This design comes from an exercise in tuning for small area on the open sky130 flow, not from production work.
Only simulation tests tie the RTL to the original design; equivalence was not proved.
The clock port is modelled as an ideal driver; clocking choices that lean on that would not hold on a real chip.
Power figures rest on the tool's default switching activity, not on a simulated workload.

`flow/design.v`:
```
module topLevel (input start, stop, clr, countDown, timeSet, lap, clk, reset,
                 output [3:0] an, output [0:6] seg, output dp, output [2:0] stateOut);
	reg [2:0] st;
	reg [9:0] div;        
	reg [10:0] scan;      
	reg [3:0] mins, ones, tenths;
	reg [2:0] tens;
	reg [3:0] dMins, dOnes, dTenths;    
	reg [2:0] dTens;
	wire sZero = ~st[2] & ~st[1] & ~st[0];
	wire sFlash = st[2] & ~st[1];
	wire sJog = st[2] & st[1] & st[0];
	wire counting = st[1] ^ st[0];           
	wire slowTick = ~div[9] & (&div[8:0]);
	wire fastTick = ~div[9] & ~div[7] & (&div[6:0]);
	always @(posedge clk)
		if (reset | (div[9] & div[6] & div[5] & div[1])) div <= 10'd0;
		else div <= div + 10'd1;
	always @(posedge clk)
		if (reset) scan <= 11'd0;
		else scan <= scan + 11'd1;
	wire up = st[2] ? ~countDown : st[0];
	wire c = reset | (sZero & slowTick);
	wire step = (sJog & start & fastTick) | (counting & slowTick);
	wire [3:0] pT = ~(tenths ^ {4{up}});
	wire [3:0] pO = ~(ones ^ {4{up}});
	wire [3:0] pM = ~(mins ^ {4{up}});
	wire wT = pT[3] & pT[2];
	wire wO = pO[3] & pO[2];
	wire wM = pM[3] & pM[2];
	wire wS = up ? (tens == 3'd0) : (tens == 3'd3);
	wire sT = step;
	wire sO = sT & wT;
	wire sS = sO & wO;
	wire sM = sS & wS;
	wire [3:0] nTenths = c ? 4'd3 : tenths ^ ({4{sT}} & {(pT[0] & pT[1] & pT[2]) | wT, (pT[0] & pT[1]) | wT, pT[0] | wT, 1'b1});
	wire [3:0] nOnes = c ? 4'd3 : ones ^ ({4{sO}} & {(pO[0] & pO[1] & pO[2]) | wO, (pO[0] & pO[1]) | wO, pO[0] | wO, 1'b1});
	wire [3:0] nMins = c ? 4'd3 : mins ^ ({4{sM}} & {(pM[0] & pM[1] & pM[2]) | wM, (pM[0] & pM[1]) | wM, pM[0] | wM, 1'b1});
	wire [2:0] tensStep = up ? (wS ? 3'd3 : tens + 3'd1) : (wS ? 3'd0 : tens - 3'd1);
	wire [2:0] nTens = c ? 3'd3 : sS ? tensStep : tens;
	always @(posedge clk) begin
		tenths <= nTenths;
		ones <= nOnes;
		tens <= nTens;
		mins <= nMins;
	end
	wire f = wT & wO & wS & wM;
	wire ts = timeSet, sa = start, sp = stop, cd = countDown, cl = clr, lp = lap;
	wire s2 = st[2], s1 = st[1], s0 = st[0];
	reg [2:0] nst;
	always @(*)
		case (st)
			3'd0: nst = {ts, ts | (sa & cd), ts | (sa & ~cd)};
			3'd1: nst = {f | lp, ~f & (lp | sp), ~f & ~lp};
			3'd2: nst = {f, ~f, ~f & sp};
			3'd3: nst = {~cl & ts, ~cl & (ts | ~sa | cd), ~cl & (ts | ~sa | ~cd)};
			3'd4: nst = {~sa & ~sp, sa & cd, sa & ~cd};
			3'd5: nst = {ts, sa & cd, sa & ~cd};
			3'd6: nst = {~sa, ~sa | cd, sa & ~cd};
			default: nst = {ts, 1'b1, 1'b1};
		endcase
	wire [2:0] nstR = reset ? 3'd0 : nst;
	always @(posedge clk)
		st <= nstR;
	wire nLap = nstR == 3'd6;
	always @(posedge clk)
		if (!nLap) begin
			dTenths <= nTenths;
			dOnes <= nOnes;
			dTens <= nTens;
			dMins <= nMins;
		end
	wire blank = sFlash & scan[10];
	wire [3:0] sel = {4{~sFlash}} & (4'b0001 << scan[5:4]);
	wire [3:0] h = ({4{sel[3]}} & dMins) | ({4{sel[2]}} & {~(|dTens), dTens}) |
	               ({4{sel[1]}} & dOnes) | ({4{sel[0]}} & dTenths);
	assign an = blank ? 4'b1111 : ~(4'b0001 << scan[5:4]);
	assign dp = ~(scan[4] & ~blank);
	reg [0:6] dec;
	always @(*)
		case (h)
			4'd3: dec = 7'b000_0001;
			4'd4: dec = 7'b100_1111;
			4'd5: dec = 7'b001_0010;
			4'd6: dec = 7'b000_0110;
			4'd7: dec = 7'b100_1100;
			4'd8: dec = 7'b010_0100;
			4'd9: dec = 7'b010_0000;
			4'd10: dec = 7'b000_1111;
			4'd11: dec = 7'b000_0000;
			4'd12: dec = 7'b000_0100;
			default: dec = 7'b000_0001;
		endcase
	assign seg = dec;
	assign stateOut = st;
endmodule
```
`flow/flow/run.sh`:
```
#!/bin/bash
# The standard layout with these changes: synthesis maps with the abc script in
# flow/area.abc and without adder cells; ports get buf_1 buffers; the clock port drives
# four clkbuf_8 buffers, each feeding a group of nearby registers (flow/pre_cts.tcl).
set -euo pipefail
W=$(pwd)
bash standard.sh SYNTH_SCRIPT=$W/flow/synth.tcl AREA_ABC_SCRIPT=$W/flow/area.abc ADDER_MAP_FILE= \
  "BUFFER_PORTS_ARGS=-buffer_cell sky130_fd_sc_hd__buf_1" \
  PRE_CTS_TCL=$W/flow/pre_cts.tcl ONE_CLKBUF=sky130_fd_sc_hd__clkbuf_8 ONE_CLKBUF_N=4 \
  finish > $W/standard.log 2>&1
```
`flow/flow/area.abc`:
```
strash
&get -n
&st
&deepsyn -I 10 -J 100
&dch -f
&nf -R 1000 -p
&put
```
`flow/flow/pre_cts.tcl`:
```
# Clock tree: the clock port drives ONE_CLKBUF_N buffers (ONE_CLKBUF), each placed at the
# centroid of a group of registers found by k-means on their locations.
set block [ord::get_db_block]
set clknet [$block findNet clk]
set master [[ord::get_db] findMaster $::env(ONE_CLKBUF)]
set k $::env(ONE_CLKBUF_N)
set sinks {}
set xs {}
set ys {}
foreach it [$clknet getITerms] {
  set b [[$it getInst] getBBox]
  lappend sinks $it
  lappend xs [expr {([$b xMin] + [$b xMax]) / 2.0}]
  lappend ys [expr {([$b yMin] + [$b yMax]) / 2.0}]
}
set n [llength $sinks]
# start the centres on sinks spread through the list sorted by y then x
set order [lsort -integer -indices [lmap x $xs y $ys {expr {int($y) * 100000 + int($x)}}]]
set cx {}
set cy {}
for {set j 0} {$j < $k} {incr j} {
  set i [lindex $order [expr {int(($j + 0.5) * $n / $k)}]]
  lappend cx [lindex $xs $i]
  lappend cy [lindex $ys $i]
}
set cap [expr {int(ceil(double($n) / $k))}]
for {set iter 0} {$iter < 50} {incr iter} {
  # balanced assignment: each sink goes to the nearest centre that still has room,
  # taking sinks in order of how much they prefer their best centre
  set cnt [lrepeat $k 0]
  set asg [lrepeat $n -1]
  set pairs {}
  for {set i 0} {$i < $n} {incr i} {
    for {set j 0} {$j < $k} {incr j} {
      set d [expr {abs([lindex $xs $i] - [lindex $cx $j]) + abs([lindex $ys $i] - [lindex $cy $j])}]
      lappend pairs [list $d $i $j]
    }
  }
  foreach p [lsort -real -index 0 $pairs] {
    lassign $p d i j
    if { [lindex $asg $i] >= 0 || [lindex $cnt $j] >= $cap } { continue }
    lset asg $i $j
    lset cnt $j [expr {[lindex $cnt $j] + 1}]
  }
  set nx [lrepeat $k 0.0]
  set ny [lrepeat $k 0.0]
  for {set i 0} {$i < $n} {incr i} {
    set j [lindex $asg $i]
    lset nx $j [expr {[lindex $nx $j] + [lindex $xs $i]}]
    lset ny $j [expr {[lindex $ny $j] + [lindex $ys $i]}]
  }
  for {set j 0} {$j < $k} {incr j} {
    if { [lindex $cnt $j] > 0 } {
      lset cx $j [expr {[lindex $nx $j] / [lindex $cnt $j]}]
      lset cy $j [expr {[lindex $ny $j] / [lindex $cnt $j]}]
    }
  }
}
for {set j 0} {$j < $k} {incr j} {
  set inst [odb::dbInst_create $block $master clkbuf_leaf_$j]
  set net [odb::dbNet_create $block clknet_leaf_$j]
  $net setSigType CLOCK
  [$inst findITerm A] connect $clknet
  [$inst findITerm X] connect $net
  $inst setLocation [expr {int([lindex $cx $j])}] [expr {int([lindex $cy $j])}]
  $inst setPlacementStatus PLACED
  set nets($j) $net
}
for {set i 0} {$i < $n} {incr i} {
  set it [lindex $sinks $i]
  $it disconnect
  $it connect $nets([lindex $asg $i])
}
puts "clock: $k [$master getName] buffers, sinks per buffer: $cnt"
# The clock port now drives only the buffers above; point CTS at a net with a single
# sink so that it builds nothing.
foreach net [$block getNets] {
  if { [$net getSigType] ne "SIGNAL" || [llength [$net getBTerms]] > 0 } { continue }
  if { [llength [$net getITerms]] == 2 } {
    set ::env(CTS_ARGS) "-clk_nets [$net getName]"
    break
  }
}
puts "CTS_ARGS: $::env(CTS_ARGS)"
```
`flow/flow/synth.tcl`:
```
# synth_recipe.tcl with one change: abc maps with the area script in flow/area.abc.
proc synth {args} { yosys synth -nofsm -noshare {*}$args }
proc abc {args} {
  set i [lsearch $args -script]
  if { $i >= 0 } { lset args [expr {$i + 1}] $::env(AREA_ABC_SCRIPT) }
  yosys abc {*}$args
}
source $::env(SCRIPTS_DIR)/synth.tcl
# left out here: clear keep_hierarchy, flatten, clean up, hide names made inside functions, write 1_2_yosys.v
```
`flow/standard.sh`:
```
#!/bin/bash
# synth_recipe.tcl (not shown) runs the flow's synth.tcl, then flattens the netlist and writes it again
# the make line also repeats each setting of config.mk as NAME=value (left out here)
make -C /OpenROAD-flow-scripts/flow DESIGN_CONFIG=/design/flow/config.mk WORK_HOME=/design/flow/orfs CLKGATE_MAP_FILE= SYNTH_SCRIPT=/design/flow/synth_recipe.tcl "${@:-finish}"
```
`flow/config.mk`:
```
export PLATFORM = sky130hd
export DESIGN_NAME = topLevel
export DESIGN_NICKNAME = topLevel
export VERILOG_FILES = /design/flow/design.v
export SDC_FILE = /design/flow/constraint.sdc
export NUM_CORES = 4
export LEC_CHECK = 0
export CAP_MARGIN = 20
export CORE_MARGIN = 2
export CORE_UTILIZATION = 60
export SLEW_MARGIN = 20
```
`flow/constraint.sdc`:
```
create_clock -name core_clock -period 6.0 [get_ports {clk}]
set_input_delay 1.2000 -clock core_clock [delete_from_list [all_inputs] [get_ports {clk}]]
set_output_delay 1.2000 -clock core_clock [all_outputs]
set_load 0.01 [all_outputs]
```
==> flow_results.org, run 1 <==
** Run status
- The flow ran to the end and the layout has no timing, DRC or antenna violations.

** Critical path
- The critical path goes through buf_1 -> a21oi_1 -> nand3_1 -> nor3_1 -> o21bai_1 -> o31ai_1 -> a21oi_1 -> nand2b_1 -> a31oi_1 -> nand3b_1.
- Data arrives at the worst endpoint at 3.89 ns.
- Cell at the slowest stage of the critical path :: a21oi_1
- Maximum fanout count along the critical path :: 15
- Crit path top cell by count :: a21oi_1
- The worst register-to-register path has a depth of 11.
- The worst setup path is launched from a primary input.
- On the worst path, the slowest cell contributes a delay of 0.79 ns.
- The critical path is of the primary input to flip-flop type.
- The worst setup path is captured at a flip-flop.
- At the worst endpoint, the required time is 5.72 ns.

** Placed design
- Global placement routability congestion :: 0.884
- Input and output buffers added on the ports amount to 22.
- After detailed placement, the design holds a cell count of 330.
- The wire-length estimate of the detail-placed layout is 3270 um.

** Cells and area
- Total area of sequential cells :: 1230 um2
- The count of cells in the finished layout, fillers not included, comes to 334.
- The final layout contains 294 nets.
- Antenna diode instance count :: 0
- Summing all multi-input logic gate instances after layout gives 1150 um2.
- Layout cells sized above 1 :: 1.76%
- Area growth syn-to-layout :: 7.38%
- Count of fill cells added during filler insertion :: 337

** Floorplan
- Total die area :: 4530 um2
- Width of the chip :: 67.3 um
- The floorplan step defined a core boundary enclosing 3940 um2.
- For this configuration, the core starts out at a cell density of 61.1%.
- From bottom edge to top edge, the die measures 67.3 um.
- In this run the core area contains 23 standard-cell rows.
- Top-Level Pins :: 23

** Clock network
- Setup bufs post-CTS :: 0
- Once the clock tree was built, the resizer swapped 0 gates to a different size.
- Hold-fix buffer count after cts :: 0
- Clock-pin slew was measured on the worst setup and hold paths at 0.08 ns.
- Clock latency on the worst-skew pair, taken at its later pin, is 0.14 ns.

** Global routing
- Via count of the first global-routing pass :: 1694
- The first global-routing pass estimated 7620 um of wire.
- Antenna violations before repair :: 0
- For this run, the total global-route usage over all layers was measured as 21.0%.
- GRT overflow :: 0
- Entering global routing, the biggest net connects 18 pins.

** STA
- Dividing the final minimum period by the clock period gives 69.6%.
- The final hold violation count came to 0.
- Subtracting the final worst setup slack from the clock period gives 4.17 ns.
- Setup repair after global routing missed its margin :: no
- For the pin with the worst max-slew slack, the measured transition is 0.969 ns.
- Worst relative slew slack :: 35.4%
- Final setup TNS :: 0 ns
- On the final layout, the worst clock skew is 0.00790 ns.
- Final Slew Violations :: 0
- On the final layout, the worst hold slack is 0.479 ns.
- Max Clock Freq :: 0.240 GHz
- Setup violations remaining at the end of the flow were counted as 0.

** Synthesis
- Area contributors post-synth :: dfxtp_1 32%, edfxtp_1 19%, a21oi_1 7.1%
- Post-synth top flop :: dfxtp_1
- Register bit total from synthesis :: 54
- In this run, synthesis inferred 15 flip-flops with an integrated enable.
- Sequential element share of the synthesized area :: 51.1%
- The share of synthesized area in the top cell type comes to 32.4%.
- When the netlist entered floorplanning its net count stood at 269.
- Post-synthesis instance total :: 261
- The biggest area contributor in the post-synthesis netlist is dfxtp_1.
- The cell area that synthesis handed to floorplanning was 2410 um2.
- Library cells used by synthesis :: 38
- Dividing the synthesized area by the synthesized cell count gives 9.22 um2.
- Async set-or-reset flop fraction in the synthesized netlist :: 0%
- Yosys warnings :: 1
- Among all cell types in the netlist, the one instantiated most often is dfxtp_1.
- The commonest cells after synthesis are 39 x dfxtp_1, 34 x a21oi_1, 27 x nand2_1, 27 x nor2_1, 18 x nor3_1.

** Run
- Count of maximum capacitance violations :: 0

** Power and ir drop
- For this design the total switching power over the nets is 262 uW.
- Of the total power, the clock network draws 17.7%.
- Sw frac :: 31.9%
- Sequential cells account for 54.2% of the total power.
- Internal power comes to 560 uW.
- The share of total power dissipated in combinational logic is 28.1%.
- Static Leakage :: 0.972 nW
- IR analysis of the VDD net gives a maximum drop of 0.215 mV.
- Total power per unit cell area :: 318 nW/um2
- Overall Power :: 822 uW

** Drt
- Remaining design rule violation count :: 0
- Antenna-violating nets left :: 0
- Routed vias :: 1898
- In this run, the number of DRC markers left after iteration 0 of detailed routing was 94.
- Average via count per standard cell :: 5.68
- In the final routed layout, each cell accounts on average for 13.2 um.
- Before antenna repair, the detailed router went through 5 iterations.
- Total routed wirelength :: 4420 um

** Min path
- Along the worst hold path, the cell count comes to 1.
- Path type of the worst min-delay path :: flip-flop to flip-flop
[area by class of cell]
type                            instances  area share [%]
Buffer                                  4            2.13
Tap cell                               50            2.42
Sequential cell                        54            47.6
Inverter                                1           0.145
Multi-Input combinational cell        203            44.5
Timing Repair Buffer                   22            3.19
[sequential cells by signal, indices dropped and copies added (netlist names)]
| name | count |
|---|---|
| tenths | 4 |
| scan | 11 |
| dTens | 3 |
| dTenths | 4 |
| ones | 4 |
| mins | 4 |
| tens | 3 |
| st | 3 |
| dOnes | 4 |
| div | 10 |
| dMins | 4 |
[per-layer routing]
metal	vias to the layer above	part of all wire, %	track usage [%]
met1	848	50	30.5
li1	1008	-	-
met5	-	0	0
met3	3	3.8	2.00
met4	0	0.97	2.55
met2	39	45	35.0
[metrics by stage]
step	utilization (%)	worst slack [ns]	cell area (um2)
2_1_floorplan	-	2.24	2410
3_5_place_dp	64.2	1.62	2530
5_1_grt	65.6	1.45	2580
6_report	65.6	1.83	2580
4_1_cts	65.6	1.63	2580
3_3_place_gp	64.2	1.75	2530
[cell families after synthesis]
group / after synthesis / synth area share (%)
XOR/XNOR: 11 / 4.00
flip-flops: 54 / 51.1
multiplexers: 4 / 2.23
AND/OR/NAND/NOR: 117 / 24.0
buffers and inverters: 4 / 1.09
AO/OA/AOI/OAI: 71 / 17.5
[power by group through the flow]
stage	sequential [mW]	clock [mW]	combinational, mW
2_1_floorplan	0.442	0	0.193
3_3_place_gp	0.454	0	0.228
3_5_place_dp	0.454	0	0.232
4_1_cts	0.454	0.115	0.233
5_1_grt	0.453	0.162	0.265
6_report	0.446	0.145	0.231
[final timing paths]
kind | from | endpoint | slack [ns]
hold / removal | div[0] | div[0] | 0.48
hold reg to reg | div[0] | div[0] | 0.48
setup / recovery | countDown | dOnes[3] | 1.83
setup reg to reg | div[1] | dTens[2] | 2.33
[critical path, delay by kind of cell]
kind | cells | cell delay (ns)
AND/OR/NAND/NOR | 4 | 1.04
AO/OA/AOI/OAI | 5 | 1.53
buffers and inverters | 1 | 0.12
[layout by cell type, fill, tap and decap left out, types with 2 or more instances in the layout]
cell type and n:
nand3_1 5, nand2b_1 3, xnor2_1 9, edfxtp_1 15
a31oi_1 2, xor2_1 2, o21bai_1 2, buf_1 22
mux2i_1 2, dfxtp_1 39, a21o_1 4, and3_1 13
o21a_1 6, clkbuf_8 4, a21oi_1 34, o21ai_0 14
nand2_1 27, nor2_1 27, nand4_1 2, nand3b_1 2
or3_1 4, nor2b_1 9, nor3_1 18, and2_0 3
a222oi_1 2
==> run 2, diff against run 1 <==
--- a/flow/design.v
+++ b/flow/design.v
@@ -57,3 +57,3 @@
 			3'd4: nst = {~sa & ~sp, sa & cd, sa & ~cd};
-			3'd5: nst = {ts, sa & cd, sa & ~cd};
+			3'd5: nst = {~sa, 1'b1, 1'b1};
 			3'd6: nst = {~sa, ~sa | cd, sa & ~cd};
==> flow/flow/run.sh (replaced) <==
#!/bin/bash
# The standard layout with these changes: synthesis maps with the abc script in
# flow/area.abc and without adder cells; ports get buf_1 buffers; the clock port drives
# three clkbuf_8 buffers, each feeding a group of nearby registers (flow/pre_cts.tcl).
set -euo pipefail
W=$(pwd)
bash standard.sh SYNTH_SCRIPT=$W/flow/synth.tcl AREA_ABC_SCRIPT=$W/flow/area.abc ADDER_MAP_FILE= \
  "BUFFER_PORTS_ARGS=-buffer_cell sky130_fd_sc_hd__buf_1" \
  PRE_CTS_TCL=$W/flow/pre_cts.tcl ONE_CLKBUF=sky130_fd_sc_hd__clkbuf_8 ONE_CLKBUF_N=3 \
  finish > $W/standard.log 2>&1
==> run 2 against run 1 <==
  * Still clean on timing, DRC and antenna
  * Worst hold slack better by 0.0011 ns
  * Worst setup slack better by 0.33 ns
  * Utilization hardly changed
  * First-iteration DRC count is 30% lower
  * Sequential share of layout area hardly changed
  * Largest power group unchanged
  * Die area is 0.30% higher
  * Combinational power is 15% higher
  * Largest cell class unchanged
  * Critical path depth is 1 higher
==> flow_results.org, run 2 <==
** Run status
- Result of the run :: no timing/DRC/antenna violations

** Cells and area
- Measured on the finished design, the core utilization comes to 65.6%.
- Leaving out fill and tap cells, the most frequent cell in the layout is dfxtp_1.
- The largest registers in the layout are scan: 11 flops, div: 10 flops.
- In the final design database the tool counted 303 nets.
- Area growth syn-to-layout :: 7.10%
- Of the cells placed in the final design, the portion with a size suffix greater than 1 is 1.37%.
- The register with the most flip-flops in the layout has 11 of them.
- Count of fill cells added during filler insertion :: 334
- The number of antenna diodes in the final layout is 0.
- The top cell types in the final layout, fill and taps aside, are 39 x dfxtp_1, 33 x nor2_1, 32 x a21oi_1.
- Ranked by flip-flop count, first place goes to scan.
- After the flow finishes, the layout carries non-filler instances totaling 343.

** Synthesis
- Of the synthesized area, sequential elements account for 51.0%.
- By count the netlist is led by 39 x dfxtp_1, 33 x nor2_1, 32 x a21oi_1.
- Area contributors post-synth :: dfxtp_1 32%, edfxtp_1 19%, a21oi_1 6.6%
- Number of flops mapped to enable cells by yosys :: 15
- When the netlist entered floorplanning its net count stood at 278.
- The share of synthesized area in the top cell type comes to 32.3%.
- Post-synth top flop :: dfxtp_1
- Synthesis handed over a netlist of 270 instances.
- Register bit total from synthesis :: 54
- Async set-or-reset flop fraction in the synthesized netlist :: 0%
- For this run, the number of Yosys warnings is 1.
- In the post-synthesis netlist, the cell with the most instances is dfxtp_1.
- Mapped cell area :: 2410 um2
- Averaged over all synthesized cells, the footprint is 8.94 um2.
- The number of different library cells used by synthesis comes to 36.
- Leading area contributor after synthesis :: dfxtp_1

** STA
- The worst pin sits at a relative slew slack of 52.1%.
- Static timing analysis puts the maximum clock frequency at 0.260 GHz.
- Worst hold slack :: 0.480 ns
- Final period utilization :: 64.0%
- The worst path needs 3.84 ns of the cycle, external delays included.
- Setup repair after global routing missed its margin :: no
- Final setup violation count :: 0
- Worst clock skew on the final layout :: 0.0162 ns
- At the pin with the least slew margin, the transition time is 0.719 ns.
- Summed over all failing endpoints, the final setup total negative slack is 0 ns.
- Final Slew Violations :: 0
- The final hold violation count came to 0.

** Floorplan
- Starting density of the core :: 61.3%
- Width of the chip :: 67.4 um
- After floorplanning, the core was sized to cover 3940 um2.
- The die covers 4550 um2.
- Top-Level Pins :: 23
- The die is 67.4 um tall.
- FP Rows :: 23

** Critical path
- In this run the critical register-to-register path is captured at dTens[2].
- Setup slack on the worst reg-to-reg path comes out at 2.57 ns.
- Reg2reg path depth :: 12
- The critical path is of the flip-flop to primary output type.
- For the worst setup path, the data required time is 4.80 ns.
- Critical path data arrival time :: 2.64 ns
- The worst setup path is launched from a flip-flop.
- CP endpoint kind :: primary output
- In this run the worst path has a maximum fanout of 12.
- Start point of the critical path :: scan[4]
- The startpoint identified for the worst register-to-register timing path is div[1].

** Clock network
- Post-cts repair resize count :: 0
- Hold-fix buffer count after cts :: 0
- Clock-pin slew on the worst setup and hold paths :: 0.12 ns
- Clock insertion delay at the later pin of the skew report :: 0.17 ns
- In this run the post-CTS setup repair buffer count came out at 0.

** Drt
- Total routed wirelength :: 4370 um
- Antenna-violating nets left :: 0
- Average via count per standard cell :: 5.56
- WL/cell :: 12.7 um
- Routed vias :: 1908
- Count of TritonRoute iterations in the first routing pass :: 4
- Remaining design rule violation count :: 0
- In this run, the number of DRC markers left after iteration 0 of detailed routing was 66.

** Global routing
- The number of global-route vias before repair is 1614.
- Across every metal layer, demand over resource in global routing totals 20.1%.
- First-pass GRT wire length :: 7210 um
- Pin count of the biggest net entering global routing :: 20
- GRT overflow :: 0
- The initial antenna violation count is 0.

** Placed design
- Summed over all nets, the half-perimeter wirelength after detailed placement is 3270 um.
- Cell count after placement :: 340
- Routability-driven placement finished with a final weighted congestion of 0.867.
- Count of buffers inserted at the top-level ports :: 22

** Power and ir drop
- Total power per unit cell area :: 327 nW/um2
- Peak supply drop :: 0.150 mV
- Summed over all cells, the static leakage comes to 0.919 nW.
- Overall Power :: 845 uW

** Min path
- Number of stages on the worst hold path :: 1
- Origin of the worst min-delay path :: scan[0]
- The path class of the tightest hold or removal check is flip-flop to flip-flop.
- The path with the worst hold slack has its endpoint at scan[0].

** Run
- Across the run, the number of max-cap violations was 0.
[run 2: changes by cell type in the layout (fill, tap and decap cells not counted), moves of 3 or more]
| cell | change |
|---|---|
| a21o_1 | -3 |
| and3_1 | -3 |
| clkinv_1 | +3 |
| nand2b_1 | +4 |
| nor2_1 | +6 |
| nor2b_1 | -6 |
| nor3_1 | +3 |
| o22ai_1 | +4 |
| xor2_1 | +3 |
[run 2: area by class of cell]
cell class              instances  area (um2)  area share [%]
plain buffers                   3        41.3            1.60
inverters                       4        15.0           0.581
multi-input cells             209        1150            44.3
flip-flops and latches         54        1230            47.6
well taps                      50        62.6            2.42
repair buffers                 23        90.1            3.48
[run 2: cells by family after synthesis]
family,Yosys count,synth area share [%]
simple gates,122,24.1
compound gates,71,17.3
flops,54,51.0
xor+xnor,13,4.72
buf+inv,7,1.55
mux,3,1.30
[run 2: worst max-delay path, cell delays in order, from the launching register on]
cell	delay (ns)
dfxtp_1	0.54
nand2b_1	0.25
o22ai_1	0.09
or3_1	0.31
or3_1	0.39
nor2_1	0.13
a211oi_1	0.07
nand2_1	0.12
o21ai_0	0.10
o21bai_1	0.19
nor2_1	0.12
buf_1	0.17
[run 2: power by group]
part,switching [mW],internal [mW]
logic,0.167,0.0992
clock network,0.0882,0.0466
registers,0.0340,0.410
total,0.289,0.556
[run 2: worst max path at each step]
stage               end  slack, ns  cells after the start
2_1_floorplan  dMins[0]       2.18                      8
3_3_place_gp   dMins[3]       2.13                     11
3_5_place_dp   dOnes[1]       2.00                     11
4_1_cts        dOnes[1]       2.00                     11
5_1_grt        dOnes[0]       1.88                     11
6_report         seg[2]       2.16                     11
[run 2: layer usage]
| metal | vias up | share of wire, % | track usage, % |
|---|---|---|---|
| li1 | 1025 | - | - |
| met1 | 848 | 50 | 28.2 |
| met2 | 26 | 46 | 35.4 |
| met3 | 9 | 2.7 | 1.17 |
| met4 | 0 | 1.5 | 2.55 |
| met5 | - | 0 | 0 |
[run 2: through the flow]
stage	cell area, um2	worst slack (ns)
global placement	2540	2.13
floorplan	2410	2.18
CTS	2590	2.00
finish	2590	2.16
detailed placement	2540	2.00
global route	2590	1.88
==> run 3, diff against run 2 <==
--- a/flow/design.v
+++ b/flow/design.v
@@ -57,3 +57,3 @@
 			3'd4: nst = {~sa & ~sp, sa & cd, sa & ~cd};
-			3'd5: nst = {~sa, 1'b1, 1'b1};
+			3'd5: nst = {ts, sa & cd, sa & ~cd};
 			3'd6: nst = {~sa, ~sa | cd, sa & ~cd};
==> run 3 against run 2 <==
  * Combinational power down 13%
  * Die area fell by 0.30%
  * Clock power shrank 4%
  * Register-to-register slack worse by 0.27 ns
  * Utilization down 0.38 points
  * Maximum frequency shrank 7.5%
  * Critical path type is now primary input to flip-flop
  * Area after synthesis shrank 0.31%
==> flow_results.org, run 3 <==
** STA
- For the final routed database, the setup TNS stands at 0 ns.
- Hold Vio Cnt, Final :: 0
- Minimum clock period :: 4.15 ns
- For the pin with the worst max-slew slack, the measured transition is 0.977 ns.
- Setup repair after global routing missed its margin :: no
- Worst relative slew slack :: 34.9%
- Setup violations remaining at the end of the flow were counted as 0.
- For this run, the top clock speed supported by timing is 0.241 GHz.
- The worst path uses 69.2% of the clock period.
- Final Slew Violations :: 0
- Worst clock skew on the final layout :: 0.00704 ns

** Drt
- For this block, the via count after detailed routing is 1894.
- The routed design has 4400 um of wire.
- The detail route stage leaves a number of antenna-violating nets equal to 0.
- In the final routed layout, each cell accounts on average for 13.2 um.
- Count of TritonRoute iterations in the first routing pass :: 4
- Remaining design rule violation count :: 0
- Using the TritonRoute via totals, the vias-per-cell ratio works out to 5.69.
- For this block, the initial DRC count from the detailed router was 84.

** Run
- The tool flagged a number of max-cap violations equal to 0.

** Run status
- The run finished with no timing, DRC or antenna violations.

** Cells and area
- The register with the most flip-flops in the layout has 11 of them.
- Antenna diode instance count :: 0
- More flip-flops sit in one register than any other, and that register is scan.
- Registers with the highest flip-flop counts :: scan: 11 flops, div: 10 flops
- Area growth syn-to-layout :: 6.81%
- The finished cells cover 2570 um2.
- Commonest cells after routing, fill and taps aside :: 39 x dfxtp_1, 34 x a21oi_1, 27 x nand2_1, 27 x nor2_1, 22 x buf_1
- Leaving out fill and tap cells, the most frequent cell in the layout is dfxtp_1.
- In the final design database the tool counted 293 nets.
- Layout cells sized above 1 :: 1.41%
- Final core area utilization :: 65.2%

** Global routing
- After global routing, the most crowded layer is met2.
- Global routing used 36.0% of the available met2 tracks.
- The total overflow left after global routing is 0.
- For this run, global-route usage on met1 was measured as 30.4%.
- Global routing used 21.1% of the available tracks.
- Pin count of the biggest net entering global routing :: 19
- The number of global-route vias before repair was 1711.
- The initial antenna violation count was 0.
- Met3 capacity usage during global routing :: 1.33%
- The first global-routing pass estimated 7700 um of wire.

** Critical path
- The number of cells on the worst reg-to-reg path is 11.
- CP max stage delay :: 0.79 ns
- Across all register-to-register paths, the minimum setup slack is 2.30 ns.
- Startpoint of the worst register-to-register path :: div[1]
- Cells traversed along the worst timing path :: buf_1 -> a21oi_1 -> nand3_1 -> nor3_1 -> o21bai_1 -> o31ai_1 -> a21oi_1 -> nand2b_1 -> a31oi_1 -> nand3b_1
- Worst path top cell family by delay :: compound AO/OA/AOI/OAI gates
- Along the worst path, the maximum fanout reaches 15.
- The endpoint identified for the worst register-to-register timing path is dTens[2].
- The worst setup path is captured at a flip-flop.
- The worst setup path is launched from a primary input.
- Critical Setup Path Class :: primary input to flip-flop
- Data on the critical path is required at its endpoint by 5.73 ns.
- For this design, the slowest cell found on the critical path is a21oi_1.
- Together, buffers and inverters on the worst path number 1.
- STA puts the critical path data arrival time at 3.88 ns.
- Among the stages of the critical path, the cell type that occurs most often is a21oi_1.

** Synthesis
- Library cells used by synthesis :: 38
- Mapped cell area :: 2410 um2
- Post-synth top flop :: dfxtp_1
- Post-synthesis instance total :: 261
- The biggest area contributor in the post-synthesis netlist is dfxtp_1.
- Most frequently used cell type in the post-synthesis netlist :: dfxtp_1
- Async set-or-reset flop fraction in the synthesized netlist :: 0%
- The number of nets in the synthesized netlist is 269.
- List of most frequent post-synthesis cells :: 39 x dfxtp_1, 34 x a21oi_1, 27 x nand2_1, 27 x nor2_1, 18 x nor3_1
- Register bit total from synthesis :: 54
- Area contributors post-synth :: dfxtp_1 32%, edfxtp_1 19%, a21oi_1 7.1%
- In this run, synthesis inferred 15 flip-flops with an integrated enable.
- Portion of synthesized cell area occupied by the leading cell type :: 32.4%
- A synthesized cell averages 9.22 um2.
- Sequential element share of the synthesized area :: 51.1%
- Yosys warnings :: 1

** Power and ir drop
- The clock network burns 16.0% of the power.
- Internal power comes to 545 uW.
- The share of total power dissipated in sequential elements is 55.3%.
- Total power per unit cell area :: 314 nW/um2
- Static Leakage :: 0.965 nW
- In this run switching power makes up 32.4% of total power.
- Combinational logic burns 28.7% of the power.
- Peak supply drop :: 0.221 mV
- Switching power :: 261 uW

** Floorplan
- Total die area :: 4530 um2
- The die is 67.3 um tall.
- During I/O placement, the number of pins put on the boundary was 23.
- Floorplan core area :: 3940 um2
- The initial utilization of the core area, before any placement, comes to 61.1%.
- After floorplanning, the core was divided into 23 placement rows.
- Width of the chip :: 67.3 um

** Clock network
- After clock tree synthesis, the clock-pin slew on the worst setup and hold paths is 0.10 ns.
- Hold-fix buffer count after cts :: 0
- Setup bufs post-CTS :: 0
- The clock reaches the later pin of the worst-skew pair after 0.16 ns.
- Post-CTS repair changed the size of 0 cells.

** Min path
- Number of stages on the worst hold path :: 1
- Hold Path End :: scan[0]
- The tightest min-delay check is of the flip-flop to flip-flop type.
- In this run the most critical hold path is launched from scan[0].

** Placed design
- Half-perimeter wire length after placement :: 3270 um
- Global placement routability congestion :: 0.884
- Placed inst area :: 2530 um2
- The count of buffers added on input and output ports is 22.
==> run 3: layout make-up <==
class | instances | area (um2)
plain buffers | 3 | 41.3
fillers | 335 | 1370
inverters | 1 | 3.75
multi-input cells | 203 | 1150
flip-flops and latches | 54 | 1230
well taps | 50 | 62.6
repair buffers | 22 | 82.6
==> run 3: routing by layer <==
layer	vias to the layer above	routed length, um	share of wire [%]
met5	-	0	0
met4	0	61	1.4
met3	7	143	3.3
met2	41	2020	46
met1	840	2180	49
li1	1006	-	-
==> run 3: kinds of logic (layout without fill, tap and decap cells) <==
family	after synthesis	in the layout	share of synthesized area (%)
buffers and inverters	4	26	1.09
DFF	54	54	51.1
xor gates and xnor gates	11	11	4.00
muxes	4	4	2.23
and+or+nand+nor	117	117	24.0
AOI/OAI and AO/OA	71	71	17.5
==> run 3: metrics by stage <==
step                setup WS [ns]  instances  hold WS (ns)  power, mW
floorplan                    2.24        261         0.434      0.635
global placement             1.75        330         0.449      0.682
detailed placement           1.62        330         0.461      0.686
CTS                          1.63        333         0.461      0.787
global route                 1.48        333         0.521      0.864
finish                       1.85        333         0.484      0.806
==> run 3: power groups by stage <==
stage / Clock, mW / Sequential [mW] / Combinational, mW
after floorplan: 0 / 0.442 / 0.193
after detailed placement: 0 / 0.454 / 0.232
after global routing: 0.147 / 0.453 / 0.265
after CTS: 0.100 / 0.454 / 0.233
final: 0.129 / 0.445 / 0.232
after global placement: 0 / 0.454 / 0.228
==> run 3: worst max-delay path by stage <==
stage               from  endpoint  slack [ns]  cells past startpoint
3_5_place_dp   countDown  dOnes[3]        1.62                     10
2_1_floorplan    scan[4]    seg[0]        2.24                     10
3_3_place_gp   countDown  dOnes[1]        1.75                     10
6_report       countDown  dOnes[1]        1.85                     10
4_1_cts        countDown  dOnes[3]        1.63                     10
5_1_grt        countDown  dMins[1]        1.48                     10
==> run 4, diff against run 3 <==
--- a/flow/design.v
+++ b/flow/design.v
@@ -57,3 +57,3 @@
 			3'd4: nst = {~sa & ~sp, sa & cd, sa & ~cd};
-			3'd5: nst = {ts, sa & cd, sa & ~cd};
+			3'd5: nst = {~sa, 1'b1, 1'b1};
 			3'd6: nst = {~sa, ~sa | cd, sa & ~cd};
==> flow/flow/run.sh (replaced) <==
#!/bin/bash
# The standard layout with these changes: synthesis maps the logic with each abc script
# flow/abc_*.abc, keeps the smallest result, and uses no adder cells; ports get buf_1
# buffers; the clock port drives three clkbuf_8 buffers, each feeding a group of nearby
# registers (flow/pre_cts.tcl).
set -euo pipefail
W=$(pwd)
bash standard.sh SYNTH_SCRIPT=$W/flow/synth.tcl "AREA_ABC_SCRIPTS=$(ls $W/flow/abc_*.abc | tr '\n' ' ')" ADDER_MAP_FILE= \
  "BUFFER_PORTS_ARGS=-buffer_cell sky130_fd_sc_hd__buf_1" \
  PRE_CTS_TCL=$W/flow/pre_cts.tcl ONE_CLKBUF=sky130_fd_sc_hd__clkbuf_8 ONE_CLKBUF_N=3 \
  finish > $W/standard.log 2>&1
==> flow/flow/abc_b6.abc (new file) <==
strash
&get -n
&st
&deepsyn -I 10 -J 100
&dch -f
&nf -R 1000 -p
&put
==> flow/flow/abc_e3.abc (new file) <==
strash
&get -n
&st
&deepsyn -I 10 -J 100
&dch -f
&nf -R 1000 -p -E 100
&put
==> flow/flow/abc_s4.abc (new file) <==
strash
&get -n
&st
&deepsyn -I 10 -J 100 -S 3
&dch -f
&nf -R 1000 -p
&put
==> flow/flow/abc_s5.abc (new file) <==
strash
&get -n
&st
&deepsyn -I 10 -J 100 -S 5
&dch -f
&nf -R 1000 -p -E 100
&put
==> flow/flow/synth.tcl (replaced) <==
# synth_recipe.tcl with one change: abc maps the logic with each script in AREA_ABC_SCRIPTS
# (in flow/) and keeps the smallest result.
proc synth {args} { yosys synth -nofsm -noshare {*}$args }
proc abc {args} {
  set i [lsearch $args -script]
  set lib [lindex $args [expr {[lsearch $args -liberty] + 1}]]
  yosys design -save pre_abc
  set best_area 1e18
  set best ""
  foreach script $::env(AREA_ABC_SCRIPTS) {
    yosys design -load pre_abc
    lset args [expr {$i + 1}] $script
    yosys abc {*}$args
    yosys tee -q -o $::env(OBJECTS_DIR)/abc_area.txt stat -liberty $lib
    set f [open $::env(OBJECTS_DIR)/abc_area.txt]
    set txt [read $f]
    close $f
    regexp {Chip area for module[^:]*:\s*([0-9.]+)} $txt -> area
    puts "abc script $script: area $area"
    if { $area < $best_area } {
      set best_area $area
      set best $script
      yosys design -save best_abc
    }
  }
  yosys design -load best_abc
  puts "abc: kept $best (area $best_area)"
}
source $::env(SCRIPTS_DIR)/synth.tcl
# left out here: clear keep_hierarchy, flatten, clean up, hide names made inside functions, write 1_2_yosys.v
removed: flow/flow/area.abc
==> run 4 against run 3 <==
  * Clock skew rose by 0.0017 ns
  * Sequential share of layout area is 0.093 points lower
  * Sequential cell count is the same
  * Cell area up 0.19%
  * Global-route usage decreased by 1.4 points
  * Routed wire length shrank 3.4%
  * Critical path type is now flip-flop to primary output
  * Critical endpoint is now seg[2]
==> flow_results.org, run 4 <==
** Run status
- The flow ran to the end and the layout has no timing, DRC or antenna violations.

** STA
- Hold Vio Cnt, Final :: 0
- Clock skew on the completed layout was measured at 0.00878 ns.
- After layout, the worst setup slack is 2.35 ns.
- For the pin with the worst max-slew slack, the measured transition is 0.696 ns.
- Final setup TNS :: 0 ns
- Final period utilization :: 60.8%
- Worst relative slew slack :: 53.1%
- Worst hold slack :: 0.455 ns
- Setup violations remaining at the end of the flow were counted as 0.
- The final max-slew violation count was 0.
- The worst path needs 3.65 ns of the cycle, external delays included.
- Max Clock Freq :: 0.274 GHz
- Setup repair after global routing left no endpoint under its margin.

** Floorplan
- The die is 67.3 um wide.
- Starting density of the core :: 61.4%
- Vertical extent of the die :: 67.3 um
- The floorplan step defined a die boundary enclosing 4530 um2.
- Floorplan core area :: 3910 um2
- Row generation in the floorplan step produced 23 rows.
- Top-Level Pins :: 23

** Placed design
- Input and output buffers added on the ports amount to 22.
- The HPWL after detailed placement is 3210 um.
- The placed instances occupy a cell area of 2530 um2.
- After detailed placement, the design holds a cell count of 331.
- Placement-stage worst setup slack :: 2.30 ns
- Global placement routability congestion :: 0.823

** Drt
- Routed vias :: 1882
- Remaining design rule violation count :: 0
- After detailed routing, the number of vias per cell comes to 5.63.
- The count of nets left with antenna violations once routing finished came out at 0.
- Count of TritonRoute iterations in the first routing pass :: 7
- Topmost layer with routed signal wires :: met4
- The detailed router finished its first iteration with 54 violations.
- After detailed routing, the total wire length is 4250 um.
- In the final routing, the length of wire on met1 measures 2150 um.
- Routed length on met3 :: 89 um
- WL/cell :: 12.7 um
- Detailed route wirelength on metal2 :: 1970 um

** Clock network
- Setup bufs post-CTS :: 0
- Once the clock tree was built, the resizer swapped 0 gates to a different size.
- Hold repair after CTS inserted 0 buffers.
- The clock reaches the later pin of the worst-skew pair after 0.16 ns.
- Clock-pin slew on the worst setup and hold paths :: 0.10 ns

** Power and ir drop
- Peak supply drop :: 0.132 mV
- Overall Power :: 811 uW
- Static Leakage :: 0.912 nW
- Total power per unit cell area :: 315 nW/um2

** Synthesis
- Register bit total from synthesis :: 54
- Summing the sequential cell areas from Yosys gives 51.2% of the chip area.
- For this run, the number of Yosys warnings is 1.
- Portion of synthesized cell area occupied by the leading cell type :: 32.5%
- Post-Synthesis Mean Instance Area :: 9.21 um2
- Sorting the synthesized cells by how often they occur yields 39 x dfxtp_1, 37 x nor2_1, 24 x a21oi_1.
- For this run, asynchronously set or reset flops after synthesis account for 0%.
- The synthesized design spends more area on one cell type than any other, namely dfxtp_1.
- Net Count, Synth :: 269
- After synthesis the cells add up to 2400 um2.
- Among all flip-flop cells after synthesis, the most frequent one is dfxtp_1.
- Area contributors post-synth :: dfxtp_1 32%, edfxtp_1 19%, nor2_1 5.8%
- Most frequently used cell type in the post-synthesis netlist :: dfxtp_1
- The number of different library cells used by synthesis comes to 35.
- Post-synthesis instance total :: 261
- The synthesized design contains 15 enable-type register cells.

** Cells and area
- The number of antenna diodes in the final layout is 0.
- The library cell used most frequently in the layout, excluding fill and tap cells, is dfxtp_1.
- Nets :: 294
- The register with the most flip-flops in the layout has 11 of them.
- In the layout the commonest cells are 39 x dfxtp_1, 37 x nor2_1, 24 x a21oi_1.
- Area growth syn-to-layout :: 7.13%
- The post-route netlist has 2.46% of its cells at a drive strength greater than 1.
- Registers with the highest flip-flop counts :: scan: 11 flops, div: 10 flops
- With fillers left out, the area of the finished cells amounts to 2580 um2.
- scan holds more flip-flops than any other register.
- Final standard cell count with taps included and fillers excluded :: 334
- For this run, the share of the core covered by cells in the final layout is 65.8%.

** Critical path
- CP endpoint kind :: primary output
- Data required, critical path :: 4.80 ns
- The worst setup path is of the flip-flop to primary output kind.
- Maximum fanout count along the critical path :: 11
- Critical path data arrival time :: 2.45 ns
- STA classifies the critical path startpoint as a flip-flop.

** Run
- Count of maximum capacitance violations :: 0

** Global routing
- The first global-routing pass estimated 7020 um of wire.
- Antenna violations before repair :: 0
- Across every metal layer, demand over resource in global routing totals 19.7%.
- Entering global routing, the biggest net connects 20 pins.
- Global routing finished with a remaining overflow of 0.
- The number of global-route vias before repair came to 1597.

** Min path
- Path type of the worst min-delay path :: flip-flop to flip-flop
## run 4: changes by cell type in the layout (fill, tap and decap cells not counted), moves of 4 or more
| cell | previous run | this run |
|---|---|---|
| a21oi_1 | 34 | 24 |
| nand3_1 | 5 | 9 |
| nor2b_1 | 9 | 0 |
| clkinv_1 | 1 | 8 |
| nor2_1 | 27 | 37 |
| o21a_1 | 6 | 2 |
| nand2_1 | 27 | 20 |
| and2_0 | 3 | 8 |
| o21ai_0 | 14 | 23 |
| and3_1 | 13 | 9 |
## run 4: layer usage
layer	up-vias	global-route usage (%)
met5	-	0
met4	0	1.28
met3	4	1.00
met2	20	34.5
met1	874	28.3
li1	984	-
## run 4: report_power, final
| group | internal, mW | total, mW | leakage [nW] | switching [mW] |
|---|---|---|---|---|
| Combinational | 0.0902 | 0.241 | 0.427 | 0.151 |
| Clock | 0.0465 | 0.130 | 0.0216 | 0.0837 |
| Sequential | 0.407 | 0.439 | 0.464 | 0.0321 |
| Total | 0.544 | 0.811 | 0.912 | 0.267 |
## run 4: worst paths after layout
path | from | to | slack, ns | depth (start not counted)
max | scan[4] | seg[2] | 2.35 | 9
min | scan[10] | scan[10] | 0.45 | 1
max reg2reg | div[1] | dOnes[3] | 2.49 | 14
min reg2reg | scan[10] | scan[10] | 0.45 | 1
## run 4: cell families (layout without fill, tap and decap cells)
group / after synthesis / in the layout / synth area share [%]
buffers and inverters: 11 / 34 / 2.19
AO/OA/AOI/OAI: 61 / 61 / 14.4
AND/OR/NAND/NOR: 116 / 116 / 23.3
multiplexers: 8 / 8 / 4.94
XOR/XNOR: 11 / 11 / 4.01
flip-flops: 54 / 54 / 51.2
## run 4: worst max-delay path, cell delays in order (launching register included)
cell      delay, ns
dfxtp_1        0.58
mux4_2         0.61
nor2_1         0.18
mux2i_1        0.23
a21oi_1        0.09
nand2_1        0.09
o21ai_0        0.10
o21bai_1       0.19
nor2_1         0.09
buf_1          0.15
## run 4: final cells by class
cell class,count,area (um2)
tap,50,62.6
sequential,54,1230
inverter,8,30.0
multi-input combinational,196,1120
timing repair buffer,23,90.1
fill,323,1340
buffer,3,41.3
==> run 5, diff against run 4 <==
--- a/flow/design.v
+++ b/flow/design.v
@@ -11,3 +11,3 @@
 	wire sFlash = st[2] & ~st[1];
-	wire sJog = st[2] & st[1] & st[0];
+	wire sJog = st[2] & st[0];
 	wire counting = st[1] ^ st[0];           
==> flow/flow/run.sh (replaced) <==
#!/bin/bash
# The standard layout with these changes:
# - synthesis maps the logic with abc (no adder cells): each script flow/abc_*.abc is tried
#   in a synthesis of its own (try_*/, logs in try_*.log), and the layout uses the script
#   whose netlist has the smallest cell area;
# - ports get buf_1 buffers;
# - the clock port drives three clkbuf_8 buffers, each feeding a group of nearby
#   registers (flow/pre_cts.tcl).
set -euo pipefail
W=$(pwd)
COMMON=(ADDER_MAP_FILE= "BUFFER_PORTS_ARGS=-buffer_cell sky130_fd_sc_hd__buf_1"
  PRE_CTS_TCL=$W/flow/pre_cts.tcl ONE_CLKBUF=sky130_fd_sc_hd__clkbuf_8 ONE_CLKBUF_N=3)
for s in $W/flow/abc_*.abc; do
  n=$(basename $s .abc)
  bash standard.sh SYNTH_SCRIPT=$W/flow/synth.tcl "AREA_ABC_SCRIPTS=$s" "${COMMON[@]}" \
    WORK_HOME=$W/try_$n synth > $W/try_$n.log 2>&1 &
  while [ $(jobs -rp | wc -l) -ge ${NUM_CORES:-4} ]; do sleep 1; done
done
wait
best=""
best_area=""
for s in $W/flow/abc_*.abc; do
  n=$(basename $s .abc)
  f=$W/try_$n/reports/sky130hd/topLevel/base/synth_stat.txt
  [ -f $f ] || continue
  a=$(grep -m1 "Chip area" $f | awk '{print $NF}')
  echo "$n: $a" >> $W/synth_choice.log
  if [ -z "$best" ] || awk -v a=$a -v b=$best_area 'BEGIN{exit !(a < b)}'; then
    best=$s
    best_area=$a
  fi
done
echo "kept $best ($best_area)" >> $W/synth_choice.log
bash standard.sh SYNTH_SCRIPT=$W/flow/synth.tcl "AREA_ABC_SCRIPTS=$best" "${COMMON[@]}" \
  finish > $W/standard.log 2>&1
--- a/flow/config.mk
+++ b/flow/config.mk
@@ -7,5 +7,5 @@
 export LEC_CHECK = 0
-export CAP_MARGIN = 20
+export CAP_MARGIN = 0
 export CORE_MARGIN = 2
 export CORE_UTILIZATION = 60
-export SLEW_MARGIN = 20
+export SLEW_MARGIN = 0
removed: flow/flow/abc_b6.abc
removed: flow/flow/abc_s4.abc
removed: flow/flow/abc_s5.abc
==> run 5 against run 4 <==
  * Still clean
  * Total power is 3.0% lower
  * Final cell count is 2.1% lower
  * Global-route usage is 0.27 points higher
  * Worst hold slack better by 0.031 ns
  * Largest cell class unchanged
  * Largest power group unchanged
  * Highest routed layer unchanged
==> flow_results.org, run 5 <==
** STA
- For the final routed database, the setup TNS stands at 0 ns.
- The final max-slew violation count was 0.
- Setup repair after global routing left no endpoint under its margin.
- Max Clock Freq :: 0.278 GHz
- Final period utilization :: 60.0%
- The final hold violation count is 0.
- Across all setup checks in the final design, the least slack found is 2.40 ns.
- Setup violations remaining at the end of the flow were counted as 0.
- At the pin with the least slew margin, the transition time is 0.718 ns.
- Minimum clock period :: 3.60 ns
- Worst relative slew slack :: 52.1%
- For the final database, setup skew stands at 0.0100 ns.

** Synthesis
- List of most frequent post-synthesis cells :: 39 x dfxtp_1, 31 x nor2_1, 29 x a21oi_1, 29 x nand2_1, 17 x nor3_1
- The share of synthesized area in the top cell type comes to 32.8%.
- By area the synthesized netlist is led by dfxtp_1 33%, edfxtp_1 19%, a21oi_1 6.1%.
- When the netlist entered floorplanning its net count stood at 264.
- Leading area contributor after synthesis :: dfxtp_1
- Async set-or-reset flop fraction in the synthesized netlist :: 0%
- Counting flops with a built-in enable in the synthesized netlist gives 15.
- In this run, distinct cell masters in the synthesized netlist total 39.
- Sequential element share of the synthesized area :: 51.8%
- Counting every instance in the synthesized netlist gives 256.
- The most used flip-flop cell after synthesis is dfxtp_1.
- dfxtp_1 is the most common cell in the netlist.
- The average instance in the mapped netlist occupies 9.29 um2.
- For this run, the number of Yosys warnings is 1.
- Counting flops and latches in the post-synthesis netlist gives 54.
- Mapped cell area :: 2380 um2

** Global routing
- First-pass GRT wire length :: 7090 um
- Total track usage :: 20.0%
- Pin count of the biggest net entering global routing :: 19
- The number of global-route vias before repair was 1601.
- Antenna violations before repair :: 0
- GRT overflow :: 0

** Power and ir drop
- The share of total power dissipated in the clock network is 17.3%.
- The completed layout was analyzed and its total power is 787 uW.
- Internal Dissipation :: 540 uW
- Static Leakage :: 0.904 nW
- Per report_power, the combinational group accounts for 27.2% of the total.
- The analysis attributes to net switching a power of 247 uW.
- Peak supply drop :: 0.145 mV
- Sequential cell fraction of total power :: 55.5%
- Sw frac :: 31.3%
- Power spread over the standard cell area amounts to 309 nW/um2.

** Critical path
- In this run the register-to-register setup slack is 2.89 ns.
- CP endpoint kind :: primary output
- Among cell families on the critical path, the largest total delay comes from simple AND/OR/NAND/NOR gates.
- The startpoint identified for the worst register-to-register timing path is div[0].
- The slowest stage of the critical path is the dfxtp_1 cell.
- Reg2reg path depth :: 12
- Maximum fanout count along the critical path :: 10
- The critical path in this run is classified as flip-flop to primary output.
- Setup crit start kind :: flip-flop
- The largest single stage delay on the critical path is 0.52 ns.
- Data required, critical path :: 4.80 ns
- The endpoint identified for the worst register-to-register timing path is dOnes[3].
- Count of buffering cells on the critical path with inverters included :: 1
- The signal on the critical path passes through nor2b_1 -> or3b_1 -> o21ai_0 -> nand2_1 -> nor2_1 -> nand2_1 -> o22ai_1 -> o21bai_1 -> nor2_1 -> buf_1.
- Critical path data arrival time :: 2.40 ns

** Drt
- After detailed routing, the total wire length is 4190 um.
- Using the TritonRoute via totals, the vias-per-cell ratio works out to 5.64.
- Routed vias :: 1843
- Before antenna repair, the detailed router went through 4 iterations.
- After detailed routing, the number of remaining DRC violations is 0.
- WL/cell :: 12.8 um
- Antenna-violating nets left :: 0
- The first routing iteration left 65 violations.

** Clock network
- Setup bufs post-CTS :: 0
- In this run, post-CTS hold repair placed 0 buffers.
- Clock-pin slew was measured on the worst setup and hold paths at 0.11 ns.
- Post-cts repair resize count :: 0
- Clock insertion delay at the later pin of the skew report :: 0.17 ns

** Min path
- Hold Path End :: scan[0]
- Origin of the worst min-delay path :: scan[0]
- Path type of the worst min-delay path :: flip-flop to flip-flop
- Number of stages on the worst hold path :: 1

** Cells and area
- The register with the most flip-flops in the layout has 11 of them.
- Of the cells placed in the final design, the portion with a size suffix greater than 1 is 1.79%.
- 0 antenna diodes ended up in the layout.
- Commonest cells after routing, fill and taps aside :: 39 x dfxtp_1, 31 x nor2_1, 29 x nand2_1, 29 x a21oi_1, 22 x buf_1
- Most frequent standard cell in the layout excluding fill and tap cells :: dfxtp_1
- Registers with the highest flip-flop counts :: scan: 11 flops, div: 10 flops
- After the last flow step, the layout net total stands at 289.
- Area growth syn-to-layout :: 7.11%
- The register with the most flip-flops in the final layout is scan.

** Floorplan
- The floorplan step defined a die boundary enclosing 4480 um2.
- For this design the top-level I/O count stands at 23.
- Width of the chip :: 66.9 um
- Vertical extent of the die :: 66.9 um
- FP Rows :: 22
- After floorplanning, the core was sized to cover 3740 um2.
- Starting density of the core :: 63.5%

** Placed design
- Global placement routability congestion :: 0.973
- Half-perimeter wire length after placement :: 3160 um
- At the placement stage, the worst setup path has a slack of 2.35 ns.
- Count of buffers inserted at the top-level ports :: 22

** Run
- Max-cap violations in this run came to 0.

** Run status
- The flow ran to the end and the layout has no timing, DRC or antenna violations.
## run 5: final cells by class
| type | count | area [um2] |
|---|---|---|
| Inverter | 2 | 7.51 |
| Timing Repair Buffer | 23 | 90.1 |
| Multi-Input combinational cell | 197 | 1120 |
| Fill cell | 321 | 1200 |
| Buffer | 3 | 41.3 |
| Tap cell | 48 | 60.1 |
| Sequential cell | 54 | 1230 |
## run 5: worst max path at each step
stage,start,endpoint,slack [ns],depth (start not counted)
after floorplan,countDown,dMins[0],2.48,10
final,scan[5],seg[2],2.40,10
after global routing,scan[5],seg[2],2.13,9
after CTS,countDown,dTenths[0],2.33,12
after global placement,countDown,dTens[0],2.44,12
after detailed placement,countDown,dTenths[0],2.35,12
## run 5: logic make-up (layout without fill, tap and decap cells)
logic type	after synthesis	after routing	synth area share, %
buf+inv	5	28	1.26
simple gates	113	113	22.6
xor+xnor	16	16	5.89
compound gates	65	65	16.6
flops	54	54	51.8
mux	3	3	1.84
## run 5: power by group through the flow
stage	Clock, mW	Sequential, mW	Combinational [mW]
2_1_floorplan	0	0.437	0.174
5_1_grt	0.148	0.442	0.246
3_5_place_dp	0	0.445	0.214
4_1_cts	0.100	0.445	0.214
6_report	0.136	0.436	0.214
3_3_place_gp	0	0.445	0.212
## run 5: per-stage QoR
step / utilization [%] / cells / instance area, um2 / hold WS, ns
CTS: 68.0 / 327 / 2550 / 0.460
detailed placement: 66.9 / 324 / 2500 / 0.459
floorplan: - / 256 / 2380 / 0.434
global route: 68.0 / 327 / 2550 / 0.503
global placement: 66.9 / 324 / 2500 / 0.450
finish: 68.0 / 327 / 2550 / 0.485
## run 5: routing by layer
metal	up-vias	part of all wire [%]	GRT usage [%]
li1	968	-	-
met1	839	52	29.0
met2	33	45	34.6
met3	3	2.7	0.845
met4	0	0.74	1.53
met5	-	0	0
==> run 6, diff against run 5 <==
--- a/flow/flow/run.sh
+++ b/flow/flow/run.sh
@@ -11,3 +11,3 @@
 COMMON=(ADDER_MAP_FILE= "BUFFER_PORTS_ARGS=-buffer_cell sky130_fd_sc_hd__buf_1"
-  PRE_CTS_TCL=$W/flow/pre_cts.tcl ONE_CLKBUF=sky130_fd_sc_hd__clkbuf_8 ONE_CLKBUF_N=3)
+  PRE_GLOBAL_PLACE_TCL=$W/flow/pre_place.tcl PRE_CTS_TCL=$W/flow/pre_cts.tcl ONE_CLKBUF=sky130_fd_sc_hd__clkbuf_8 ONE_CLKBUF_N=3)
 for s in $W/flow/abc_*.abc; do
==> flow/flow/pre_place.tcl (new file) <==
# Placement is not timing-driven here, so remove the synthesis buffers as timing-driven
# placement would.
remove_buffers
--- a/flow/config.mk
+++ b/flow/config.mk
@@ -7,5 +7,6 @@
 export LEC_CHECK = 0
-export CAP_MARGIN = 0
+export CAP_MARGIN = 20
 export CORE_MARGIN = 2
 export CORE_UTILIZATION = 60
-export SLEW_MARGIN = 0
+export GPL_TIMING_DRIVEN = 0
+export SLEW_MARGIN = 20
==> run 6 against run 5 <==
  * Still clean
  * Sequential cell count unchanged
  * Area after synthesis is the same
  * Total power fell by 0.53%
  * Synthesized cell count stayed put
  * Critical path type is now primary input to flip-flop
  * Largest cell class unchanged
==> flow_results.org, run 6 <==
** Clock network
- Post-CTS timing repair inserted 0 buffers for setup.
- Once the clock tree was built, the resizer swapped 0 gates to a different size.
- Clock-pin slew on the worst setup and hold paths :: 0.10 ns
- Clock insertion delay at the later pin of the skew report :: 0.16 ns
- For this design, the CTS-stage hold fixing added 0 buffers.

** Floorplan
- The region available for standard cell placement spans 3740 um2.
- FP Rows :: 22
- The initial utilization of the core area, before any placement, comes to 63.5%.
- Top-Level Pins :: 23
- Total die area :: 4480 um2
- Width of the chip :: 66.9 um
- In this run the vertical extent of the chip is 66.9 um.

** Critical path
- STA classifies the critical path endpoint as a flip-flop.
- Of all nets on the critical path, the largest fanout is 15.
- The number of buffers and inverters on the critical path is 1.
- STA classifies the critical path startpoint as a primary input.
- STA puts the critical path data required time at 5.79 ns.
- Critical path data arrival time :: 3.88 ns
- On the critical path, the stage with the largest delay is an instance of a21oi_1.
- The worst setup path is of the primary input to flip-flop kind.
- Cells traversed along the worst timing path :: buf_1 -> a21oi_1 -> nand2_1 -> nand2_1 -> o21ai_0 -> nor4_1 -> nand2_1 -> o21ai_0 -> nand2_1 -> a31oi_1 -> nand2b_1
- The largest single stage delay on the critical path is 0.75 ns.
- Among cell families on the critical path, the largest total delay comes from simple AND/OR/NAND/NOR gates.
- Crit path top cell by count :: nand2_1

** Power and ir drop
- Summed over all cells, the static leakage comes to 0.899 nW.
- The worst-case IR drop observed on VDD is 0.176 mV.
- Total power per unit cell area :: 308 nW/um2

** STA
- At the pin with the least slew margin, the transition time is 0.956 ns.
- Setup repair after global routing left no endpoint under its margin.
- The final hold violation count was 0.
- Final setup TNS :: 0 ns
- Worst clock skew on the final layout :: 0.00364 ns
- Worst relative slew slack :: 36.2%
- Setup violations remaining at the end of the flow were counted as 0.
- Fin worst setup slack :: 1.91 ns
- Final Slew Violations :: 0
- After layout, the minimum clock period comes to 4.09 ns.
- Max Clock Freq :: 0.244 GHz
- The worst path uses 68.2% of the clock period.

** Placed design
- Port buffering added 22 buffers.
- Placement-stage worst setup slack :: 1.67 ns
- Cell count after placement :: 323
- At the end of routability-driven placement, the weighted congestion stood at 0.935.
- Half-perimeter wire length after placement :: 3230 um

** Synthesis
- Among all flip-flop cells after synthesis, the most frequent one is dfxtp_1.
- Of the post-synthesis cell area, the part taken by muxes is 1.84%.
- Summing the areas of all compound-gate instances in the mapped netlist gives 16.6% of the synthesized area.
- The number of different library cells used by synthesis comes to 39.
- Leading area contributor after synthesis :: dfxtp_1
- In the synthesized netlist, the number of instances is 256.
- Summing the areas of all xor and xnor instances in the mapped netlist gives 5.89% of the synthesized area.
- By area, the combinational part of the netlist is dominated by simple AND/OR/NAND/NOR gates.
- The commonest cells after synthesis are 39 x dfxtp_1, 31 x nor2_1, 29 x a21oi_1, 29 x nand2_1, 17 x nor3_1.
- Most frequently used cell type in the post-synthesis netlist :: dfxtp_1
- After synthesis, the share of flip-flops with an asynchronous set or reset is 0%.
- Simple-gate area share of the yosys netlist :: 22.6%
- Portion of synthesized cell area occupied by the leading cell type :: 32.8%
- Post-Synthesis Mean Instance Area :: 9.29 um2
- Summing the areas of all fa, ha and maj instances in the mapped netlist gives 0% of the synthesized area.
- Counting flops and latches in the post-synthesis netlist gives 54.
- Counting flops with a built-in enable in the synthesized netlist gives 15.
- Yosys warnings :: 1
- Synthesis produced a netlist with a net count of 264.
- Area contributors post-synth :: dfxtp_1 33%, edfxtp_1 19%, a21oi_1 6.1%
- Mapped cell area :: 2380 um2
- Sequential element share of the synthesized area :: 51.8%

** Drt
- After detailed routing, the average wire length per cell comes to 13.0 um.
- Antenna-violating nets left :: 0
- For this block, the routed nets add up to 4250 um of wire.
- Average via count per standard cell :: 5.50
- Detailed router's first-iteration violation count :: 67
- Routed vias :: 1792
- Remaining design rule violation count :: 0
- The first detailed-routing pass took 4 iterations.

** Cells and area
- Layout cells sized above 1 :: 1.44%
- The library cells used most frequently in the layout, excluding fill and tap cells, are 39 x dfxtp_1, 31 x nor2_1, 29 x nand2_1, 29 x a21oi_1, 22 x buf_1.
- Final standard cell count with taps included and fillers excluded :: 326
- Register with the most flip-flops :: scan
- Number of flip-flops under the largest register name :: 11
- Leaving out fill and tap cells, the most frequent cell in the layout is dfxtp_1.
- Antenna diode instance count :: 0
- The final layout contains 288 nets.
- The largest registers in the layout are scan: 11 flops, div: 10 flops.
- Area growth syn-to-layout :: 6.79%

** Global routing
- Pin count of the biggest net entering global routing :: 19
- For this run, the total global-route usage over all layers was measured as 21.0%.
- GRT overflow :: 0
- First-pass GRT wire length :: 7420 um
- Via count of the first global-routing pass :: 1649
- The initial antenna violation count came to 0.

** Run
- The tool flagged a number of max-cap violations equal to 0.

** Run status
- Result of the run :: no timing/DRC/antenna violations

** Min path
- The worst hold path belongs to the class flip-flop to flip-flop.
[run 6: worst paths after layout]
kind             start       end  slack [ns]  depth (start not counted)
max          countDown  dOnes[0]        1.91                         11
min            scan[0]   scan[0]        0.48                          1
max reg2reg      st[2]  dOnes[0]        2.34                         11
min reg2reg    scan[0]   scan[0]        0.48                          1
[run 6: layout make-up]
class                      count  area [um2]
tap                           48        60.1
sequential                    54        1230
fill                         320        1200
timing repair buffer          22        82.6
inverter                       2        7.51
multi-input combinational    197        1120
buffer                         3        41.3
[run 6: logic make-up (layout without fill, tap and decap cells)]
| logic type | count (synthesis) | in the layout |
|---|---|---|
| mux | 3 | 3 |
| compound gates | 65 | 65 |
| buf+inv | 5 | 27 |
| simple gates | 113 | 113 |
| flops | 54 | 54 |
| xor+xnor | 16 | 16 |
[run 6: routing by layer]
metal / global-route usage (%) / vias to the layer above / wire (um)
li1: - / 970 / -
met1: 29.7 / 802 / 2180
met2: 37.4 / 18 / 1940
met3: 1.18 / 2 / 102
met4: 1.28 / 0 / 21
met5: 0 / - / 0
[run 6: worst reg2reg max path, delay by kind of cell (launching register included)]
family | cells | cell delay [ns]
and+or+nand+nor | 7 | 1.43
AOI/OAI and AO/OA | 4 | 1.29
DFF | 1 | 0.56
[run 6: metrics by stage]
step | util [%] | instance area [um2] | hold slack, ns | total power [mW]
floorplan | - | 2380 | 0.434 | 0.611
global placement | 66.7 | 2500 | 0.445 | 0.654
detailed placement | 66.7 | 2500 | 0.455 | 0.660
CTS | 67.8 | 2540 | 0.455 | 0.760
global route | 67.8 | 2540 | 0.506 | 0.834
finish | 67.8 | 2540 | 0.483 | 0.782
[run 6: report_power, final]
| group | internal, mW | leakage, nW | total [mW] | switching (mW) |
|---|---|---|---|---|
| Clock | 0.0466 | 0.0216 | 0.132 | 0.0854 |
| Sequential | 0.411 | 0.462 | 0.437 | 0.0254 |
| Combinational | 0.0773 | 0.415 | 0.214 | 0.136 |
| Total | 0.535 | 0.899 | 0.782 | 0.247 |

re-timing with driven ports:
No port has a modelled driver above. Below, the same layouts with a new extraction and two added sets of constraints.
Step 1, drivers: a clkbuf_16 drives clk and a buf_2 each remaining input, both assumed.
Step 2 also shifts input and output timing later by t, the mid clock arrival at the registers, as if the neighbouring blocks saw the same clock.
Three values: ideal, step 1, step 2; two values: the first two.
run | t (ns) | setup slack, ns | hold WS [ns] | worst setup path after step 2
run 1 | 0.195 | 1.826 / 1.861 / 1.666 | 0.479 / 0.479 / 0.479 | input to register
run 2 | 0.205 | 2.157 / 2.114 / 2.012 | 0.480 / 0.480 / 0.480 | input to register
run 3 | 0.204 | 1.848 / 1.875 / 1.671 | 0.484 / 0.484 / 0.484 | input to register
run 4 | 0.200 | 2.349 / 2.305 / 2.281 | 0.455 / 0.455 / 0.455 | input to register
run 5 | 0.203 | 2.401 / 2.359 / 2.308 | 0.485 / 0.485 / 0.485 | input to register
run 6 | 0.200 | 1.907 / 1.926 / 1.726 | 0.483 / 0.483 / 0.483 | input to register
After both steps setup and hold are still met in every run listed. The setup slack of run 6, which loses most, moves by +0.019 ns with the drivers and by -0.181 ns with both steps.
